From an optimization exercise on the open Yosys and OpenROAD flow, aimed at small area and a short achievable clock period; shortcuts taken in it are not production practice.
RTL that was checked went through simulation tests only; none was proved equivalent to the original.

fjord:
## processor
module processor(clk,reset,instr,PC,opcode,rd_index,rs_index,rt_index,shamt,constant,address,rd_value,rs_value,rt_value,low_out,high_out,SR);
input clk,reset;
input [15:0] instr;
output [7:0] PC;
output [3:0] opcode;
output [2:0] rd_index, rs_index, rt_index, shamt;
output [5:0] constant;
output [8:0] address;
output [15:0] rd_value,rs_value,rt_value,low_out,high_out,SR;
control_unit cal1(instr,opcode,rd_index,rs_index,rt_index,shamt,constant,address);
wire [3:0] op = opcode;
reg [7:0] pc;
reg [15:0] R [0:7];
reg [15:0] RAM [0:7];
reg [31:0] ps, pc2;    
reg [3:0] flags_q;
wire op_r    = ~op[3];                  
wire op_rs   = ~(op[3] & op[2]);        
wire is_sw   = (op == 4'd11);
wire is_mul  = (op == 4'd3);
wire wr_en   = ~(is_mul | (op[3] & (op[2] | (op[1] & op[0]))));
reg [15:0] rs_v, rt_v, st_v;
integer i;
always @(*) begin
	rs_v = 16'd0;
	rt_v = 16'd0;
	st_v = 16'd0;
	for (i = 0; i < 8; i = i + 1) begin
		rs_v = rs_v | (R[i] & {16{op_rs & (rs_index == i)}});
		rt_v = rt_v | (R[i] & {16{op_r & (rt_index == i)}});
		st_v = st_v | (R[i] & {16{rd_index == i}});
	end
end
assign rs_value = rs_v;
assign rt_value = rt_v;
wire [15:0] sum = rs_v + (rt_v | (op[3] ? {10'd0, constant} : 16'd0));
reg [7:0] cl, ch, r02, r35;
reg carry3, eq_n1, eq_n0x;
reg [15:0] ram_rd;
reg [7:0] ma_hot;
integer v, j;
always @(*) begin
	for (v = 0; v < 8; v = v + 1) begin
		cl[v]  = (constant[2:0] == v);
		ch[v]  = (constant[5:3] == v);
		r02[v] = (rs_v[2:0] == v);
		r35[v] = (rs_v[5:3] == v);
	end
	carry3 = 1'b0;
	eq_n1 = 1'b0;
	eq_n0x = 1'b0;
  ...
==> flow/config.mk <==
export PLATFORM = sky130hd
export DESIGN_NAME = processor
export DESIGN_NICKNAME = processor
export VERILOG_FILES = /design/flow/design.v
export SDC_FILE = /design/flow/constraint.sdc
export NUM_CORES = 4
export LEC_CHECK = 0
export CAP_MARGIN = 20
export CORE_MARGIN = 2
export CORE_UTILIZATION = 40
export CTS_BUF_LIST = sky130_fd_sc_hd__clkbuf_4
export SLEW_MARGIN = 20
==> flow/constraint.sdc <==
create_clock -name core_clock -period 8.5 [get_ports {clk}]
set_input_delay 1.7000 -clock core_clock [delete_from_list [all_inputs] [get_ports {clk}]]
set_output_delay 1.7000 -clock core_clock [all_outputs]
set_load 0.01 [all_outputs]
standard.sh (not shown) runs the stock make flow with config.mk's settings and CLKGATE_MAP_FILE= SYNTH_SCRIPT=/design/flow/synth_recipe.tcl, a recipe that flattens the netlist after the stock synthesis.
==> flow/flow/run.sh <==
#!/bin/bash
# The standard layout (standard.sh), with one change: the port buffers that
# global placement inserts on every input and output are buf_4 cells instead
# of the resizer's default pick (clkdlybuf4s50_1, a delay cell).
set -euo pipefail
export BUFFER_PORTS_ARGS="-buffer_cell sky130_fd_sc_hd__buf_4"
bash standard.sh > standard.log 2>&1
Edits applied to the flow inputs when going from fjord to yarrow:
Settings: PLACE_DENSITY: unset -> 0.75; CTS_BUF_LIST: sky130_fd_sc_hd__clkbuf_4 -> unset; CORE_UTILIZATION: 40 -> 55; SLEW_MARGIN: 20 -> 10; CAP_MARGIN: 20 -> 10.
==> flow/flow/run.sh <==
#!/bin/bash
# The standard layout (standard.sh), with one change: the port buffers that
# global placement inserts on every input and output are buf_1 cells instead
# of the resizer's default pick (clkdlybuf4s50_1, a delay cell).
set -euo pipefail
export BUFFER_PORTS_ARGS="-buffer_cell sky130_fd_sc_hd__buf_1"
bash standard.sh > standard.log 2>&1
Findings:
Having completed the whole flow, fjord delivered a layout that passed the timing, design-rule and antenna checks.
yarrow completed; timing, DRC and antenna clean
In yarrow, setup slack is higher than in fjord.
Run comparison: fjord cell at the slowest stage of the critical path sky130_fd_sc_hd__nor3_2; yarrow cell at the slowest stage of the critical path sky130_fd_sc_hd__or3b_1
In yarrow the number of global-route vias before repair turned out about 0.9% lower than in fjord.
Relative to fjord, the met2 usage of yarrow is higher by 16 points.
From fjord to yarrow the numbers moved as follows: routed length on met2 decreased by 4.5% relative to the old numbers; fraction of final layout cells sized beyond drive strength 1 down 6.7 points; final weighted congestion in routability-driven placement grew by 3.9%; fill cell total of the finished layout went down 2443.
> inputs changed (yarrow -> pepper)
Settings: PLACE_DENSITY removed (was 0.75); CTS_CLUSTER_SIZE newly set to 24; CAP_MARGIN changed from 10 to 20; CTS_CLUSTER_DIAMETER newly set to 100; SETUP_SLACK_MARGIN newly set to 1.0; SLEW_MARGIN changed from 10 to 20.
Results
pepper vs. yarrow: maximum number of pins on one net before global-route repair rose about 6%; non-clock buffer count rose about 8%. Going from yarrow to pepper, global-route usage went down. Between pepper and yarrow, the final non-filler cell total does not differ in any meaningful way. Per-cell via count in the routed design: pepper vs yarrow up about 0.34%.

* * *

processor again, from the RTL that the note above started with.
clock: 8.5 ns
lec_check: 0
cap_margin: 20
core_margin: 2
core_utilization: 55
setup_slack_margin: 0.8
slew_margin: 20
==> flow/flow/run.sh <==
#!/bin/bash
# The standard layout (standard.sh), with one change: the port buffers that
# global placement inserts on every input and output are buf_1 cells instead
# of the resizer's default pick (clkdlybuf4s50_1, a delay cell).
set -euo pipefail
export BUFFER_PORTS_ARGS="-buffer_cell sky130_fd_sc_hd__buf_1"
bash standard.sh > standard.log 2>&1
The starting point completed without violations.
==> next run, changes <==
==> flow/flow/run.sh (replaced) <==
#!/bin/bash
# The standard layout (standard.sh), with one change: the port buffers that
# global placement inserts on every input and output are buf_4 cells instead
# of the resizer's default pick (clkdlybuf4s50_1, a delay cell).
set -euo pipefail
export BUFFER_PORTS_ARGS="-buffer_cell sky130_fd_sc_hd__buf_4"
bash standard.sh > standard.log 2>&1
Settings changed: CORE_UTILIZATION 55 to 40, SETUP_SLACK_MARGIN 0.8 to not set.
Result: Core utilization came out lower by 17 points. Wire length grows by 4.8%. Die area rose by 37%.
==> next run, changes <==
Settings changed: ABC_AREA set to 1.
After rerunning:
- flip-flop and latch count is unchanged
- area after synthesis is higher by 7.3%
- clock skew decreases by 0.021 ns
==> next run, changes <==
==> flow/flow/run.sh (replaced) <==
#!/bin/bash
# The standard layout (standard.sh), with one change: the port buffers that
# global placement inserts on every input and output are buf_1 cells instead
# of the resizer's default pick (clkdlybuf4s50_1, a delay cell).
set -euo pipefail
export BUFFER_PORTS_ARGS="-buffer_cell sky130_fd_sc_hd__buf_1"
bash standard.sh > standard.log 2>&1
Settings changed: ABC_AREA 1 to not set, CORE_UTILIZATION 40 to 60.
Result: Register-to-register slack is worse by 0.25 ns. Global-route usage grows by 14 points. Cell area shrinks by about 9%. Routed wire length shrinks by 10%. Worst setup slack is worse by 0.31 ns.
==> next run, changes <==
Settings changed: CORE_UTILIZATION 60 to 50, SETUP_SLACK_MARGIN set to 1.0.
The changed run went through all stages and came out clean.
Routed wire length grows by 3.1%.
Critical path depth is unchanged.
Setup slack improves by 0.78 ns.
Count of clock-buffer cells in the layout shrinks by 3.
Cell count grows by 4.7%.

* * *

Another version of the RTL of processor (not shown whole).
For scale: ~300 flip-flops, about 26000 µm² of cells after synthesis.
clock: 8.5 ns
lec_check: 0
cap_margin: 20
core_margin: 2
core_utilization: 40
slew_margin: 20
run.sh (not shown) runs the stock make flow with config.mk's settings and CLKGATE_MAP_FILE= SYNTH_SCRIPT=/design/flow/synth_recipe.tcl, a recipe that flattens the netlist after the stock synthesis.
Stock flow here: none of the scripts above is used.
The starting point finished with timing, DRC and antenna clean.
Edit:
SETUP_SLACK_MARGIN = 2   (was not set)
Setup slack improved by 0.16 ns; cell area went up by 4.3%; die area is unchanged; worst hold slack stays flat; wire length went up by 4.0%; global-route usage went up by 1.1 points; fmax went up by about 2%; via count hardly moves; core utilization went up by 2.2 points; final cell count went up by 0.60%.
Edit:
ABC_CLOCK_PERIOD_IN_PS = 4000   (was not set)
Effect: Clock-buffer cell count is unchanged; via count does not change; register-to-register slack is about the same; wire length stays the same; worst setup slack stays the same; die area stays the same; final cell count stays the same; clock skew is unchanged.
No run of this note included a check of the RTL's function; only the layout flow was run.

* * *

processor with an RTL version that a note above also has.
Size in the first run: about 3000 cells after synthesis, ~330 flip-flops, ~150 I/O pins, about 0.027 mm^2 of cells after synthesis.
==> flow/config.mk <==
export PLATFORM = sky130hd
export DESIGN_NAME = processor
export DESIGN_NICKNAME = processor
export VERILOG_FILES = /design/flow/design.v
export SDC_FILE = /design/flow/constraint.sdc
export NUM_CORES = 4
export LEC_CHECK = 0
export CAP_MARGIN = 20
export CORE_MARGIN = 2
export CORE_UTILIZATION = 55
export SETUP_SLACK_MARGIN = 0.4
export SLEW_MARGIN = 20
==> flow/constraint.sdc <==
create_clock -name core_clock -period 8.5 [get_ports {clk}]
set_input_delay 1.7000 -clock core_clock [delete_from_list [all_inputs] [get_ports {clk}]]
set_output_delay 1.7000 -clock core_clock [all_outputs]
set_load 0.01 [all_outputs]
standard.sh (not shown) runs the stock make flow with config.mk's settings and CLKGATE_MAP_FILE= SYNTH_SCRIPT=/design/flow/synth_recipe.tcl, a recipe that flattens the netlist after the stock synthesis.
==> flow/flow/run.sh <==
#!/bin/bash
# The standard layout (standard.sh), with one change: the port buffers that
# global placement inserts on every input and output are buf_1 cells instead
# of the resizer's default pick (clkdlybuf4s50_1, a delay cell).
set -euo pipefail
export BUFFER_PORTS_ARGS="-buffer_cell sky130_fd_sc_hd__buf_1"
bash standard.sh > standard.log 2>&1
The baseline completed without violations.
Then changed:
==> flow/flow/run.sh (replaced) <==
#!/bin/bash
# The standard layout (standard.sh), with one change: the port buffers that
# global placement inserts on every input and output are buf_2 cells instead
# of the resizer's default pick (clkdlybuf4s50_1, a delay cell).
set -euo pipefail
export BUFFER_PORTS_ARGS="-buffer_cell sky130_fd_sc_hd__buf_2"
bash standard.sh > standard.log 2>&1
SETUP_SLACK_MARGIN = 1.0   (was 0.4)
Result: Worst setup slack improved by 0.38 ns; count of clock-buffer cells in the layout is lower by 3; non-clock buffer count is higher by 34.
Then changed:
==> flow/flow/run.sh (replaced) <==
#!/bin/bash
# The standard layout (standard.sh), with two changes: buf_4 port buffers,
# and no adder-cell mapping (extract_fa) in synthesis, so ABC maps adders.
set -euo pipefail
export BUFFER_PORTS_ARGS="-buffer_cell sky130_fd_sc_hd__buf_4"
export ADDER_MAP_FILE=
bash standard.sh > standard.log 2>&1
CORE_UTILIZATION = 40   (was 55)
SETUP_SLACK_MARGIN = unset   (was 1.0)
Design area increases by a few percent.
Worst setup slack loses 0.55 ns.
Non-clock buffer count shrinks by 52.
Wire length increases by roughly a tenth.
Global-route usage goes down by 11 points.

* * *

== run 1 ==
processor again, from the RTL that the note above started with.
export LEC_CHECK = 0
export CAP_MARGIN = 20
export CORE_MARGIN = 2
export CORE_UTILIZATION = 55
export SLEW_MARGIN = 20
create_clock -name core_clock -period 8.5 [get_ports {clk}]
==> flow/flow/run.sh <==
#!/bin/bash
# The standard layout (standard.sh), with one change: the port buffers that
# global placement inserts on every input and output are buf_1 cells instead
# of the resizer's default pick (clkdlybuf4s50_1, a delay cell).
set -euo pipefail
export BUFFER_PORTS_ARGS="-buffer_cell sky130_fd_sc_hd__buf_1"
bash standard.sh > standard.log 2>&1
Run 1: done, clean on timing, DRC and antenna
The inputs of run 2 differ from those of run 1 as listed below.
- setting SETUP_SLACK_MARGIN to 1.0 for the first time
### Flow results
Area overhead of the layout relative to synthesis: run 1 and run 2 compared, lower one is run 1
Compared with run 1, in run 2 share of the clock period used by the worst path after layout went down 7.8 points, number of cells in the finished layout apart from fillers went up 0.32%, placement-stage cell area went down 0.39%, final critical-path setup slack went up 0.67 ns.
Re sequential share of layout area: run 2 is 0.64 points down on run 1.
Of run 1 and run 2, run 1 shows the higher largest stage delay on the critical path, with run 2 below it.
Relative to run 2, the following input files were edited for run 3:
- CTS_CLUSTER_SIZE: unset -> 27
- CTS_CLUSTER_DIAMETER: unset -> 110
### Flow results
- Timing, DRC, antenna: 0 failures across run 2 and run 3
- Compared with run 2, in run 3 first-iteration DRC count went up; per-cell routed wire length did not really move.
- On global-route usage over all layers, the higher figure sits with run 2, not run 3.
- Hold slack: lower on run 2
- Compared to run 2, run 3 has number of fill cells in the layout about 3.5% higher.
[inputs] run 4 vs run 3
- SETUP_SLACK_MARGIN now 1.2, was 1.0
- CTS_CLUSTER_SIZE no longer set, was 27
- CTS_CLUSTER_DIAMETER no longer set, was 110
### Flow results
- | biggest fanout along the worst timing path | run 4 vs run 3 | 3 lower |
- Overall fraction of global-route tracks in use was lower in run 3 than in run 4.
- Between run 3 and run 4, the difference in hold slack is negligible.
- Sort run 3 and run 4 by logic depth of the worst path, buffers included, ascending, and run 3 comes first.
- Number of placed instances with taps included, run 3 and run 4: larger value in run 4
- Compared with run 3, run 4 shows number of standard cells in the final layout excluding fillers higher by 87.
The following lists how run 5 was set up differently from run 4:
- removing SETUP_SLACK_MARGIN (formerly 1.2)
- changing CORE_UTILIZATION from 55 to 50
==> flow/flow/run.sh <==
#!/bin/bash
# The standard layout (standard.sh), with one change: the port buffers that
# global placement inserts on every input and output are buf_2 cells instead
# of the resizer's default pick (clkdlybuf4s50_1, a delay cell).
set -euo pipefail
export BUFFER_PORTS_ARGS="-buffer_cell sky130_fd_sc_hd__buf_2"
bash standard.sh > standard.log 2>&1
### Flow results
Run 5 completed; timing, DRC and antenna clean
Going from run 4 to run 5, final cycle utilization of the critical path grows by 8.7 points.
met1 demand-to-capacity share in global routing ended up 3.1 points lower on run 5 than on run 4.
Looking at final non-filler cell total across run 4 and run 5, the one that comes out higher is run 4.
Run 5 against run 4; number of clock buffers inserted by TritonCTS is up by a few percent.
In terms of synthesized instance count, run 4 and run 5 differ only marginally.
Run 5 vs run 4: routed wire length down slightly

* * *

Setup of run A:
processor, a different RTL version from the one above (not shown whole).
Size: roughly 2800 cells after synthesis, ~300 flip-flops, about 150 I/O pins.
==> flow/design.v (excerpt) <==
module processor(clk,reset,instr,PC,opcode,rd_index,rs_index,rt_index,shamt,constant,address,rd_value,rs_value,rt_value,low_out,high_out,SR);
==> flow/config.mk <==
export PLATFORM = sky130hd
export DESIGN_NAME = processor
export DESIGN_NICKNAME = processor
export VERILOG_FILES = /design/flow/design.v
export SDC_FILE = /design/flow/constraint.sdc
export NUM_CORES = 4
export LEC_CHECK = 0
export CAP_MARGIN = 20
export CORE_MARGIN = 2
export CORE_UTILIZATION = 40
export SLEW_MARGIN = 20
==> flow/constraint.sdc <==
create_clock -name core_clock -period 8.5 [get_ports {clk}]
set_input_delay 1.7000 -clock core_clock [delete_from_list [all_inputs] [get_ports {clk}]]
set_output_delay 1.7000 -clock core_clock [all_outputs]
set_load 0.01 [all_outputs]
==> flow/flow/run.sh <==
#!/bin/bash
# The standard layout (standard.sh), with one change: the port buffers that
# global placement inserts on every input and output are buf_4 cells instead
# of the resizer's default pick (clkdlybuf4s50_1, a delay cell).
set -euo pipefail
export BUFFER_PORTS_ARGS="-buffer_cell sky130_fd_sc_hd__buf_4"
bash standard.sh > standard.log 2>&1
What run B does differently from run A at the input level:
Settings: a change of CORE_UTILIZATION from 40 to 50.
==> flow/flow/run.sh <==
#!/bin/bash
# The standard layout (standard.sh), with one change: the port buffers that
# global placement inserts on every input and output are buf_2 cells instead
# of the resizer's default pick (clkdlybuf4s50_1, a delay cell).
set -euo pipefail
export BUFFER_PORTS_ARGS="-buffer_cell sky130_fd_sc_hd__buf_2"
bash standard.sh > standard.log 2>&1
- Run B: maximum number of pins on one net before global-route repair is about 12% lower than what run A reported.
- Run A reports its worst setup path startpoint as mul_a[2]$_DFFE_PP0N_ while run B reports mul_b[10]$_DFFE_PP0N_.
- The run showing the greater post-CTS setup buffer count is run A.
- Via count, run B vs run A: down slightly
- The final reports for run B and run A show clock period minus worst slack lower in the former.
- [run B] worst hold-check slack fell 0.0033 ns relative to run A
- Against run A, fill cell instance count of the final layout in run B fell by more than 10%.
- Final worst slack in run B is 0.0097 ns above run A.
[inputs] run C vs run B
Settings: CORE_UTILIZATION changed from 50 to 55; SETUP_SLACK_MARGIN newly set to 1.0.
==> flow/flow/run.sh <==
#!/bin/bash
# The standard layout (standard.sh), with one change: the port buffers that
# global placement inserts on every input and output are buf_1 cells instead
# of the resizer's default pick (clkdlybuf4s50_1, a delay cell).
set -euo pipefail
export BUFFER_PORTS_ARGS="-buffer_cell sky130_fd_sc_hd__buf_1"
bash standard.sh > standard.log 2>&1
Diff run B -> run C: vertical die dimension saw a decrease; data arrival time of the worst path -0.09 ns; critical path depth down 2.
NOTE instance area at placement run B->run C decreased slightly
No functional check of the RTL was part of any run of this note.

port drivers added, routing unchanged:
The results above use ideal ports. As a check the final layouts listed here were re-extracted and re-timed, cells and wires unchanged. Step 1 sets driving cells, clkbuf_16 on the clock port and buf_2 on the other inputs (assumed; they add their load-dependent delay and slew). Step 2 times the ports against the registers' clock, not the clock port: input delays grow and output delays shrink by t, the midpoint of the rising clock arrivals with the driver on. Slacks: ideal / step 1 / step 2; pairs: ideal / step 1.
run | shift t [ns] | slack for setup (ns) | worst register clock-pin slew, ns | cell pins on the clock port's net
fjord | 0.949 | 0.178 / 0.154 / 0.154 | 0.08 / 0.08 | 1
yarrow | 0.640 | 0.220 / 0.196 / 0.196 | 0.07 / 0.07 | 1
pepper | 0.644 | 0.989 / 0.932 / 0.925 | 0.10 / 0.10 | 1
the first run of note 2 | 0.643 | 0.819 / 0.798 / 0.798 | 0.07 / 0.07 | 1
the second run of note 2 | 0.654 | 0.183 / 0.161 / 0.161 | 0.07 / 0.07 | 1
the third run of note 2 | 0.651 | 0.468 / 0.444 / 0.444 | 0.06 / 0.06 | 1
the fourth run of note 2 | 0.654 | 0.163 / 0.130 / 0.130 | 0.06 / 0.06 | 1
the fifth run of note 2 | 0.645 | 0.938 / 0.900 / 0.900 | 0.07 / 0.07 | 1
the first run of note 3 | 0.634 | 0.099 / 0.081 / -0.389 | 0.06 / 0.06 | 1
the second run of note 3 | 0.621 | 0.261 / 0.281 / -0.339 | 0.07 / 0.07 | 1
the third run of note 3 | 0.621 | 0.261 / 0.281 / -0.339 | 0.07 / 0.07 | 1
the first run of note 4 | 0.634 | 0.533 / 0.511 / 0.511 | 0.08 / 0.08 | 1
the second run of note 4 | 0.639 | 0.909 / 0.788 / 0.788 | 0.07 / 0.07 | 1
the third run of note 4 | 0.631 | 0.357 / 0.334 / 0.334 | 0.06 / 0.06 | 1
run 1 | 0.626 | 0.325 / 0.300 / 0.300 | 0.06 / 0.06 | 1
run 2 | 0.653 | 0.990 / 0.939 / 0.933 | 0.08 / 0.08 | 1
run 3 | 0.630 | 1.013 / 0.953 / 0.896 | 0.11 / 0.11 | 1
run 4 | 0.637 | 0.920 / 0.873 / 0.873 | 0.06 / 0.06 | 1
run 5 | 0.643 | 0.179 / 0.158 / 0.158 | 0.07 / 0.07 | 1
run A | 0.609 | 0.136 / 0.078 / 0.245 | 0.07 / 0.07 | 1
run B | 0.617 | 0.146 / 0.085 / 0.246 | 0.07 / 0.07 | 1
run C | 0.615 | 0.238 / 0.180 / 0.235 | 0.07 / 0.07 | 1
With both steps, setup timing fails in the first run of note 3, the second run of note 3 and the third run of note 3, where it was met with ideal ports.
